This design comes from an exercise in tuning for small area on the open sky130 flow, not from production work. The RTL was checked by simulation tests, not by an equivalence proof against the original design.

==> inputs of run a <==
==> flow/design.v <==
`timescale 1ns / 1ps
module DigitalClock(
  input clk_2MHz,
  input s1_async,
  input s2_async,
  input s3_async,
  input s4_async,
  input s5_async,
  input reset,
  output [6:0] d1,
  output [6:0] d2,
  output [6:0] d3,
  output [6:0] d4,
  output [6:0] d5,
  output [6:0] d6
);
  reg [3:0] pa, pb;
  always @(posedge clk_2MHz) begin
    pa <= reset ? 4'b0 : {s4_async, s3_async, s2_async, s1_async};
    pb <= pa;
  end
  wire [3:0] pulse = pa & ~pb;
  wire mode = pulse[0];
  wire set  = pulse[1];
  wire op1  = pulse[2];
  wire op2  = pulse[3];
  reg mA, mS;                        
  wire mC = ~mA & ~mS;
  always @(posedge clk_2MHz or posedge reset) begin
    if (reset) begin
      mA <= 0;
      mS <= 0;
    end
    else if (mode) begin
      mA <= mC;
      mS <= mA;
    end
  end
  reg [3:0] c10;
  reg [4:0] c25;
  reg [2:0] k;
  wire e10 = c10[3] & c10[0];
  wire e25 = c25[4] & c25[3];
  always @(posedge clk_2MHz or posedge reset) begin
    if (reset) begin
      c10 <= 0;
      c25 <= 0;
      k <= 0;
    end
    else begin
      c10 <= e10 ? 4'd0 : c10 + 4'd1;
      if (e10) begin
        c25 <= e25 ? 5'd0 : c25 + 5'd1;
        if (e25) k <= k + 3'd1;
      end
    end
  end
  wire tickH = e10 & ~(k[0] ^ c25[0]);             
  wire tickS = e10 & e25 & ~k[2] & k[1] & k[0];    
  wire flk = k[0];                                 
  reg cSet, cAP, ring, cRst;
  wire cLoad;
  wire cspm;
  wire [3:0] csH;
  wire [5:0] csM;
  wire [5:0] csFlick;
  reg cpm;
  reg [3:0] cH;
  reg [5:0] cM, cS;
  reg aSet, aAP, AON, aRst;
  wire aLoad;
  wire aspm;
  wire [3:0] asH;
  wire [5:0] asM;
  wire [5:0] asFlick;
  reg apm;
  reg [3:0] aH;
  reg [5:0] aM;
  wire alarmHit = AON & (cpm == apm) & (cH == aH) & (cM == aM) & (cS == 6'd0);
  wire cSub = (mC & cLoad) ? 1'b0 : cSet;
  wire cEnter = mC & set & ~cSub;
  wire cTicking = ~(cSub | cEnter);
  always @(posedge clk_2MHz or posedge reset) begin
    if (reset) begin
      cSet <= 0;
      cAP <= 0;
      ring <= 0;
      cRst <= 1;
    end
    else begin
      cSet <= cSub | cEnter;
      cRst <= cEnter;
      if (mC & cTicking & op1) cAP <= ~cAP;
      if (mC & cTicking & op2) ring <= 0;
      else if (alarmHit) ring <= 1;
    end
  end
  TimeSetter clockSetter(clk_2MHz, reset, cEnter | cRst, set, op1, op2, cAP,
                         cspm, csH, csM, csFlick, cLoad);
  wire cS59 = cS[5] & cS[4] & cS[3] & cS[1] & cS[0];
  wire cM59 = cM[5] & cM[4] & cM[3] & cM[1] & cM[0];
  wire cH11 = cH[3] & cH[1] & cH[0];
  always @(posedge clk_2MHz or posedge reset) begin
    if (reset) begin
      cpm <= 0;
      cH <= 0;
      cM <= 0;
      cS <= 0;
    end
    else if (mC & cLoad) begin
      cpm <= cspm;
      cH <= csH;
      cM <= csM;
      cS <= 0;
    end
    else if (tickS) begin
      cS <= cS59 ? 6'd0 : cS + 6'd1;
      if (cS59) begin
        cM <= cM59 ? 6'd0 : cM + 6'd1;
        if (cM59) begin
          cH <= cH11 ? 4'd0 : cH + 4'd1;
          if (cH11) cpm <= ~cpm;
        end
      end
    end
  end
  wire aEnter = mA & ~aLoad & set & ~aSet;
  always @(posedge clk_2MHz or posedge reset) begin
    if (reset) begin
      aSet <= 0;
      aAP <= 0;
      AON <= 0;
      aRst <= 1;
    end
    else begin
      aRst <= aEnter;
      if (mA) begin
        if (aLoad) begin
          aSet <= 0;
          AON <= 1;
        end
        else if (set) begin
          aSet <= 1;
          if (~aSet) AON <= 0;
        end
        else if (~aSet) begin
          if (op1) aAP <= ~aAP;
          if (op2) AON <= 0;
        end
      end
      else aAP <= cAP;
    end
  end
  TimeSetter alarmSetter(clk_2MHz, reset, aEnter | aRst, set, op1, op2, aAP,
                         aspm, asH, asM, asFlick, aLoad);
  always @(posedge clk_2MHz) begin
    if (mA & aLoad) begin
      apm <= aspm;
      aH <= asH;
      aM <= asM;
    end
  end
  reg pause, sLoad;
  reg [5:0] wM, wS;
  reg [6:0] wh;
  always @(posedge clk_2MHz or posedge reset) begin
    if (reset) begin
      pause <= 1;
      sLoad <= 1;
    end
    else begin
      sLoad <= mS & ~set & op1;
      if (mS & set) pause <= ~pause;
    end
  end
  wire wh99 = wh[6] & wh[5] & wh[1] & wh[0];
  wire wS59 = wS[5] & wS[4] & wS[3] & wS[1] & wS[0];
  wire wM59 = wM[5] & wM[4] & wM[3] & wM[1] & wM[0];
  always @(posedge clk_2MHz) begin
    if (sLoad) begin
      wM <= 0;
      wS <= 0;
      wh <= 0;
    end
    else if (tickH & ~pause & ~(wh99 & wS59 & wM59)) begin
      wh <= wh99 ? 7'd0 : wh + 7'd1;
      if (wh99) begin
        wS <= wS59 ? 6'd0 : wS + 6'd1;
        if (wS59) wM <= wM + 6'd1;
      end
    end
  end
  reg hpm;
  reg [3:0] hh;
  reg [5:0] Y;
  reg [6:0] Z;
  reg dash, ap;
  reg [5:0] flick;
  always @(*) begin
    hpm = cpm; hh = cH; Y = cM; Z = {1'b0, cS};
    dash = 0; ap = 0; flick = 6'b0;
    if (mS) begin
      Y = wS; Z = wh;
    end
    else if (mA) begin
      ap = aAP;
      Z = 7'd0;
      if (AON) begin
        hpm = apm; hh = aH; Y = aM;
      end
      else if (aSet) begin
        hpm = aspm; hh = asH; Y = asM; flick = asFlick;
      end
      else dash = 1;
    end
    else begin
      ap = cAP;
      if (cSet) begin
        hpm = cspm; hh = csH; Y = csM; Z = 7'd0; flick = csFlick;
      end
      else flick = {6{ring}};
    end
  end
  wire [4:0] h24 = {1'b0, hh} + {1'b0, hpm, hpm, 2'b0};
  wire [3:0] h12 = (hh == 4'd0) ? 4'd12 : hh;
  wire [6:0] V1 = mS ? {1'b0, wM} : {2'b0, h24};
  wire [6:0] V2 = ap ? {3'b0, h12} : {1'b0, Y};
  wire [6:0] V3 = ap ? {1'b0, Y} : Z;
  function [3:0] tens(input [6:0] v);
    tens = v / 10;
  endfunction
  function [3:0] units(input [6:0] v);
    units = v % 10;
  endfunction
  function [6:0] seg(input [3:0] b);
    case (b)
      4'd0: seg = 7'b1111110;
      4'd1: seg = 7'b0110000;
      4'd2: seg = 7'b1101101;
      4'd3: seg = 7'b1111001;
      4'd4: seg = 7'b0110011;
      4'd5: seg = 7'b1011011;
      4'd6: seg = 7'b1011111;
      4'd7: seg = 7'b1110000;
      4'd8: seg = 7'b1111111;
      4'd9: seg = 7'b1111011;
      4'd12: seg = 7'b1100111;
      4'd13: seg = 7'b1110111;
      4'd15: seg = 7'b0000001;
      default: seg = 7'b0000000;
    endcase
  endfunction
  wire [3:0] t1 = tens(V1), u1 = units(V1);
  wire [3:0] t2 = tens(V2), u2 = units(V2);
  wire [3:0] t3 = tens(V3), u3 = units(V3);
  wire [3:0] g1 = dash ? 4'd15 : ap ? (hpm ? 4'd12 : 4'd13) : (mS & t1 == 4'd0) ? 4'd14 : t1;
  wire [3:0] g2 = dash ? 4'd15 : ap ? 4'd14 : u1;
  wire [3:0] g3 = dash ? 4'd15 : (mS & t2 == 4'd0) ? 4'd14 : t2;
  wire [3:0] g4 = dash ? 4'd15 : u2;
  wire [3:0] g5 = dash ? 4'd15 : t3;
  wire [3:0] g6 = dash ? 4'd15 : u3;
  wire [5:0] blank = flick & {6{~flk}};
  assign d1 = blank[5] ? 7'd0 : seg(g1);
  assign d2 = blank[4] ? 7'd0 : seg(g2);
  assign d3 = blank[3] ? 7'd0 : seg(g3);
  assign d4 = blank[2] ? 7'd0 : seg(g4);
  assign d5 = blank[1] ? 7'd0 : seg(g5);
  assign d6 = blank[0] ? 7'd0 : seg(g6);
endmodule
`timescale 1ns / 1ps
module TimeSetter(
  input clk_2MHz,
  input reset,
  input clear,
  input in_set,
  input in_inc,
  input in_dec,
  input showAP,
  output reg pm,
  output reg [3:0] hh,
  output reg [5:0] mm,
  output [5:0] out_flick,
  output reg load
);
reg [1:0] st;
wire [1:0] st1 = st + 2'd1;
wire wrap = showAP ? (st1 == 2'd3) : (st1 == 2'd2);
wire [1:0] nst = wrap ? 2'd0 : st1;
wire nload = (nst == 2'd0);
wire s0 = (st == 2'd0);
wire s1 = (st == 2'd1);
wire s2 = (st == 2'd2);
assign out_flick = {s0, s0 & ~showAP, s1, s1, s2 & showAP, s2 & showAP};
wire fAP = s0 & showAP;
wire fHH = showAP ? s1 : s0;
wire fMM = showAP ? s2 : s1;
wire h11 = hh[3] & hh[1] & hh[0];
wire h0 = (hh == 4'd0);
wire m59 = mm[5] & mm[4] & mm[3] & mm[1] & mm[0];
wire m0 = (mm == 6'd0);
always @(posedge clk_2MHz or posedge reset) begin
  if (reset) load <= 0;
  else load <= ~clear & in_set & nload;
end
always @(posedge clk_2MHz) begin
  if (clear) begin
    pm <= 0;
    hh <= 0;
    mm <= 0;
    st <= 0;
  end
  else if (in_set) st <= nst;
  else if (in_dec | in_inc) begin
    if (fAP) pm <= ~pm;
    else if (fHH) begin
      if (in_dec) begin
        hh <= h0 ? 4'd11 : hh - 4'd1;
        if (h0) pm <= ~pm;
      end
      else begin
        hh <= h11 ? 4'd0 : hh + 4'd1;
        if (h11) pm <= ~pm;
      end
    end
    if (fMM) begin
      if (in_dec) mm <= m0 ? 6'd59 : mm - 6'd1;
      else mm <= m59 ? 6'd0 : mm + 6'd1;
    end
  end
end
endmodule
==> flow/run.sh <==
#!/bin/bash
# synth_recipe.tcl (not shown) runs the flow's synth.tcl, then flattens the netlist and writes it again
# the make line also repeats each setting of config.mk as NAME=value (left out here)
make -C /OpenROAD-flow-scripts/flow DESIGN_CONFIG=/design/flow/config.mk WORK_HOME=/design/flow/orfs CLKGATE_MAP_FILE= SYNTH_SCRIPT=/design/flow/synth_recipe.tcl finish
==> flow/config.mk <==
export PLATFORM = sky130hd
export DESIGN_NAME = DigitalClock
export DESIGN_NICKNAME = DigitalClock
export VERILOG_FILES = /design/flow/design.v
export SDC_FILE = /design/flow/constraint.sdc
export NUM_CORES = 4
export LEC_CHECK = 0
export ABC_AREA = 1
export CAP_MARGIN = 20
export CORE_MARGIN = 2
export CORE_UTILIZATION = 40
export SLEW_MARGIN = 20
==> flow/constraint.sdc <==
create_clock -name core_clock -period 30.0 [get_ports {clk_2MHz}]
set_input_delay 6.0000 -clock core_clock [delete_from_list [all_inputs] [get_ports {clk_2MHz}]]
set_output_delay 6.0000 -clock core_clock [all_outputs]
set_load 0.01 [all_outputs]
==> run b (differences from run a) <==
--- a/flow/design.v
+++ b/flow/design.v
@@ -313,18 +313,15 @@
   else if (in_dec | in_inc) begin
     if (fAP) pm <= ~pm;
     else if (fHH) begin
-      if (in_dec) begin
-        hh <= h0 ? 4'd11 : hh - 4'd1;
-        if (h0) pm <= ~pm;
-      end
-      else begin
-        hh <= h11 ? 4'd0 : hh + 4'd1;
-        if (h11) pm <= ~pm;
+      if (in_dec ? h0 : h11) begin
+        hh <= {in_dec, 1'b0, in_dec, in_dec};
+        pm <= ~pm;
       end
+      else hh <= hh + {{3{in_dec}}, 1'b1};
     end
     if (fMM) begin
-      if (in_dec) mm <= m0 ? 6'd59 : mm - 6'd1;
-      else mm <= m59 ? 6'd0 : mm + 6'd1;
+      if (in_dec ? m0 : m59) mm <= {in_dec, in_dec, in_dec, 1'b0, in_dec, in_dec};
+      else mm <= mm + {{5{in_dec}}, 1'b1};
     end
   end
 end
==> flow/flow/run.sh (new file) <==
#!/bin/bash
# Own layout flow: the standard flow's synthesis with an area-oriented ABC mapping of the
# combinational logic (the flip-flops come out of the same steps as in the
# standard synthesis, and are checked to match it), then the standard layout
# steps with the smallest buffer on each port and a small clock tree.
set -euo pipefail
cd "$(dirname "$0")/.."
W=$(pwd)
R=$W/orfs/results/$FLOW_PLATFORM/DigitalClock/base

# 1. the standard synthesis, kept for reference
bash standard.sh synth > $W/1_synth_std.log 2>&1
cp $R/1_2_yosys.v $W/1_2_yosys_std.v

# 2. the same synthesis with the area mapping
sed "s#@W@#$W#" $W/flow/area.abc > $W/area_abc.script
rm -rf $W/orfs_area
make -C $FLOW_HOME DESIGN_CONFIG=$W/config.mk WORK_HOME=$W/orfs_area CLKGATE_MAP_FILE= \
  SYNTH_SCRIPT=$W/flow/synth_area.tcl AREA_ABC_SCRIPT=$W/area_abc.script \
  $(sed -n 's/^make .* SYNTH_SCRIPT=[^ ]* \(.*\) "\${@:-finish}"$/\1/p' $W/standard.sh) \
  synth > $W/1_synth_area.log 2>&1
A=$W/orfs_area/results/$FLOW_PLATFORM/DigitalClock/base/1_2_yosys.v

regs() { grep -E '^\s*sky130_fd_sc_hd__(df|edf|sdf|dl)' "$1" | awk '{print $1, $2}' | sort; }
regs $W/1_2_yosys_std.v > $W/regs_std.txt
regs $A > $W/regs_area.txt
if ! cmp -s $W/regs_std.txt $W/regs_area.txt; then
  echo "register mismatch; using the standard netlist" >> $W/1_synth_area.log
else
  cp $A $R/1_2_yosys.v
  touch $R/1_2_yosys.v
fi

# 4. the rest of the standard layout
bash standard.sh \
  "BUFFER_PORTS_ARGS=-buffer_cell sky130_fd_sc_hd__buf_1" \
  "CTS_ARGS=-sink_clustering_enable -repair_clock_nets -buf_list sky130_fd_sc_hd__clkbuf_8 -sink_clustering_size 40 -sink_clustering_max_diameter 100 -dont_use_dummy_load" \
  finish > $W/2_layout.log 2>&1
==> flow/flow/area.abc (new file) <==
strash
&get -n
&deepsyn -T 180
&put
dch -f
amap
topo
==> flow/flow/synth_area.tcl (new file) <==
# The standard flow's synthesis script (synth_recipe.tcl) with two changes that touch only
# the combinational logic: adders are left to ABC instead of being extracted
# into half/full-adder cells, and ABC maps with an area script.
proc synth {args} { yosys synth -nofsm -noshare {*}$args }
proc extract_fa {args} { puts "extract_fa skipped" }
proc abc {args} {
  set i [lsearch -exact $args -script]
  if { $i >= 0 } { set args [lreplace $args $i [expr {$i + 1}] -script $::env(AREA_ABC_SCRIPT)] }
  set i [lsearch -exact $args -D]
  if { $i >= 0 } { set args [lreplace $args $i [expr {$i + 1}]] }
  yosys abc {*}$args
}
source $::env(SCRIPTS_DIR)/synth.tcl
# left out here: clear keep_hierarchy, flatten, clean up, hide names made inside functions, write 1_2_yosys.v
==> flow/standard.sh (new file) <==
#!/bin/bash
# synth_recipe.tcl (not shown) runs the flow's synth.tcl, then flattens the netlist and writes it again
# the make line also repeats each setting of config.mk as NAME=value (left out here)
make -C /OpenROAD-flow-scripts/flow DESIGN_CONFIG=/design/flow/config.mk WORK_HOME=/design/flow/orfs CLKGATE_MAP_FILE= SYNTH_SCRIPT=/design/flow/synth_recipe.tcl "${@:-finish}"
--- a/flow/config.mk
+++ b/flow/config.mk
@@ -9,4 +9,5 @@
 export CAP_MARGIN = 20
 export CORE_MARGIN = 2
 export CORE_UTILIZATION = 40
+export GPL_TIMING_DRIVEN = 0
 export SLEW_MARGIN = 20
removed: flow/run.sh
==> results.sh <==
export IMPL_slew_headroom_pct=52.42
export IMPL_clock_skew_final_ps=13.12
export IMPL_grt_total_usage_pct=19.97
export IMPL_via_per_inst=5.093
export IMPL_synth_cell_types=63
export IMPL_outcome="complete, no violations"
-- figures above: run a

==> results.sh <==
export IMPL_outcome="complete, no violations"
export IMPL_slew_headroom_pct=39.16
export IMPL_clock_skew_final_ps=29.49
export IMPL_place_gp_congestion=0.9109
export IMPL_via_per_inst=5.540
-- figures above: run b



==> job 2759: inputs <==
Starts from the design.v that is shown in full above.
clock: 30.0 ns
lec_check: 0
abc_area: 1
cap_margin: 20
core_margin: 2
core_utilization: 40
slew_margin: 20
standard.sh (not shown) runs the stock make flow with config.mk's settings and CLKGATE_MAP_FILE= SYNTH_SCRIPT=/design/flow/synth_recipe.tcl, a recipe that flattens the netlist after the stock synthesis.
==> flow/flow/run.sh <==
#!/bin/bash
# Own layout flow: the standard flow's synthesis with an area-oriented ABC mapping of the
# combinational logic (the flip-flops come out of the same steps as in the
# standard synthesis, and are checked to match it), then the standard layout
# steps with the smallest buffer on each port and a small clock tree.
set -euo pipefail
cd "$(dirname "$0")/.."
W=$(pwd)
R=$W/orfs/results/$FLOW_PLATFORM/DigitalClock/base

# 1. the standard synthesis, kept for reference
bash standard.sh synth > $W/1_synth_std.log 2>&1
cp $R/1_2_yosys.v $W/1_2_yosys_std.v

# 2. the same synthesis with the area mapping
sed "s#@W@#$W#" $W/flow/area.abc > $W/area_abc.script
rm -rf $W/orfs_area
make -C $FLOW_HOME DESIGN_CONFIG=$W/config.mk WORK_HOME=$W/orfs_area CLKGATE_MAP_FILE= \
  SYNTH_SCRIPT=$W/flow/synth_area.tcl AREA_ABC_SCRIPT=$W/area_abc.script \
  $(sed -n 's/^make .* SYNTH_SCRIPT=[^ ]* \(.*\) "\${@:-finish}"$/\1/p' $W/standard.sh) \
  synth > $W/1_synth_area.log 2>&1
A=$W/orfs_area/results/$FLOW_PLATFORM/DigitalClock/base/1_2_yosys.v

regs() { grep -E '^\s*sky130_fd_sc_hd__(df|edf|sdf|dl)' "$1" | awk '{print $1, $2}' | sort; }
regs $W/1_2_yosys_std.v > $W/regs_std.txt
regs $A > $W/regs_area.txt
if ! cmp -s $W/regs_std.txt $W/regs_area.txt; then
  echo "register mismatch; using the standard netlist" >> $W/1_synth_area.log
else
  cp $A $R/1_2_yosys.v
  touch $R/1_2_yosys.v
fi

# 4. the rest of the standard layout
bash standard.sh \
  "BUFFER_PORTS_ARGS=-buffer_cell sky130_fd_sc_hd__buf_1" \
  "CTS_ARGS=-sink_clustering_enable -repair_clock_nets -buf_list sky130_fd_sc_hd__clkbuf_8 -sink_clustering_size 40 -sink_clustering_max_diameter 100 -dont_use_dummy_load" \
  finish > $W/2_layout.log 2>&1
==> flow/flow/area.abc <==
strash
&get -n
&deepsyn -T 120
&put
dch -f
amap
topo
Other scripts of this flow, unchanged in this note and not shown: flow/flow/synth_area.tcl
==> inputs of job 7545, as changes to job 2759 <==
--- a/flow/design.v
+++ b/flow/design.v
@@ -244,28 +244,24 @@
       4'd7: seg = 7'b1110000;
       4'd8: seg = 7'b1111111;
       4'd9: seg = 7'b1111011;
-      4'd12: seg = 7'b1100111;
-      4'd13: seg = 7'b1110111;
-      4'd15: seg = 7'b0000001;
       default: seg = 7'b0000000;
     endcase
   endfunction
   wire [3:0] t1 = tens(V1), u1 = units(V1);
   wire [3:0] t2 = tens(V2), u2 = units(V2);
   wire [3:0] t3 = tens(V3), u3 = units(V3);
-  wire [3:0] g1 = dash ? 4'd15 : ap ? (hpm ? 4'd12 : 4'd13) : (mS & t1 == 4'd0) ? 4'd14 : t1;
-  wire [3:0] g2 = dash ? 4'd15 : ap ? 4'd14 : u1;
-  wire [3:0] g3 = dash ? 4'd15 : (mS & t2 == 4'd0) ? 4'd14 : t2;
-  wire [3:0] g4 = dash ? 4'd15 : u2;
-  wire [3:0] g5 = dash ? 4'd15 : t3;
-  wire [3:0] g6 = dash ? 4'd15 : u3;
+  localparam [6:0] SEG_P = 7'b1100111, SEG_A = 7'b1110111, SEG_DASH = 7'b0000001;
   wire [5:0] blank = flick & {6{~flk}};
-  assign d1 = blank[5] ? 7'd0 : seg(g1);
-  assign d2 = blank[4] ? 7'd0 : seg(g2);
-  assign d3 = blank[3] ? 7'd0 : seg(g3);
-  assign d4 = blank[2] ? 7'd0 : seg(g4);
-  assign d5 = blank[1] ? 7'd0 : seg(g5);
-  assign d6 = blank[0] ? 7'd0 : seg(g6);
+  wire bl1 = blank[5] | (~ap & mS & t1 == 4'd0);
+  wire bl2 = blank[4] | ap;
+  wire bl3 = blank[3] | (mS & t2 == 4'd0);
+  wire [6:0] s1 = ap ? (hpm ? SEG_P : SEG_A) : seg(t1);
+  assign d1 = dash ? SEG_DASH : bl1 ? 7'd0 : s1;
+  assign d2 = dash ? SEG_DASH : bl2 ? 7'd0 : seg(u1);
+  assign d3 = dash ? SEG_DASH : bl3 ? 7'd0 : seg(t2);
+  assign d4 = dash ? SEG_DASH : blank[2] ? 7'd0 : seg(u2);
+  assign d5 = dash ? SEG_DASH : blank[1] ? 7'd0 : seg(t3);
+  assign d6 = dash ? SEG_DASH : blank[0] ? 7'd0 : seg(u3);
 endmodule
 `timescale 1ns / 1ps
 module TimeSetter(
@@ -313,18 +309,15 @@
   else if (in_dec | in_inc) begin
     if (fAP) pm <= ~pm;
     else if (fHH) begin
-      if (in_dec) begin
-        hh <= h0 ? 4'd11 : hh - 4'd1;
-        if (h0) pm <= ~pm;
-      end
-      else begin
-        hh <= h11 ? 4'd0 : hh + 4'd1;
-        if (h11) pm <= ~pm;
+      if (in_dec ? h0 : h11) begin
+        hh <= {in_dec, 1'b0, in_dec, in_dec};
+        pm <= ~pm;
       end
+      else hh <= hh + {{3{in_dec}}, 1'b1};
     end
     if (fMM) begin
-      if (in_dec) mm <= m0 ? 6'd59 : mm - 6'd1;
-      else mm <= m59 ? 6'd0 : mm + 6'd1;
+      if (in_dec ? m0 : m59) mm <= {in_dec, in_dec, in_dec, 1'b0, in_dec, in_dec};
+      else mm <= mm + {{5{in_dec}}, 1'b1};
     end
   end
 end
--- a/flow/flow/run.sh
+++ b/flow/flow/run.sh
@@ -33,6 +33,7 @@
 
 # 4. the rest of the standard layout
 bash standard.sh \
+  MATCH_CELL_FOOTPRINT=0 \
   "BUFFER_PORTS_ARGS=-buffer_cell sky130_fd_sc_hd__buf_1" \
   "CTS_ARGS=-sink_clustering_enable -repair_clock_nets -buf_list sky130_fd_sc_hd__clkbuf_8 -sink_clustering_size 40 -sink_clustering_max_diameter 100 -dont_use_dummy_load" \
   finish > $W/2_layout.log 2>&1
==> flow/flow/area.abc (replaced) <==
strash
&get -n
&deepsyn -T 180
&put
dch -f
amap
topo
- GPL_TIMING_DRIVEN: default -> 0
==> qor summary <==
quantity	job 2759	job 7545
Outcome	no timing/DRC/antenna violations	no timing/DRC/antenna violations
Wire length of the first global-routing pass	26.4 mm	25.6 mm
Detailed placer's ending HPWL	12.3 mm	12.0 mm
Global-route track usage on met3	3.51%	4.02%
DIE AREA	15700 µm²	15600 µm²
Buf/Inv on CP	4	3
Proportion of cell area occupied by multi-input gates	45.7%	45.9%
Aggregate routed wire length	16.1 mm	15.5 mm
Slack of the critical path	18.00 ns	19.08 ns
Fraction of final layout cells sized beyond drive strength 1	2.09%	1.90%
Average instance area after synthesis	7.36 µm²	7.48 µm²
Final Instance Area	6460 µm²	6420 µm²
Via-per-instance ratio	5.47	5.59
Capture point of the worst path	d5[0]	d5[4]
Die boundary width	125 µm	125 µm
Fraction of area in registers	38.2%	38.5%
Multi-input combinational cell area	2950 µm²	2950 µm²
Count of filler cells inserted in the layout	1534	1504
Vias in the first global route	5152	5153
Cell area after synthesis	5900 µm²	5870 µm²
Largest net degree at the start of global routing	44	34

==> re-timing with driven ports <==
Ports are ideal in the flow. The routed layouts listed here were re-timed in OpenROAD. Step 1 (the two cells are an assumption about what drives the block):
set clk [get_ports {clk_2MHz}]
set_driving_cell -lib_cell sky130_fd_sc_hd__clkbuf_16 $clk
set_driving_cell -lib_cell sky130_fd_sc_hd__buf_2 [delete_from_list [all_inputs] $clk]
Step 2, shift: input delay + t, output delay - t, t = (earliest + latest rising clock arrival at the registers) / 2. This alone moves slack from input paths to output paths. Slacks: no drivers / after step 1 / after step 2; pairs: no drivers / after step 1.
run	shift t [ns]	setup slack, ns	clock arrival spread, ns
run a	0.408	17.401 / 17.354 / 17.763	0.014 / 0.015
run b	0.420	18.351 / 18.313 / 18.733	0.029 / 0.030
job 2759	0.419	17.998 / 17.960 / 18.379	0.029 / 0.030
job 7545	0.422	19.084 / 19.047 / 19.469	0.024 / 0.024
After both steps every run listed still meets setup and hold.
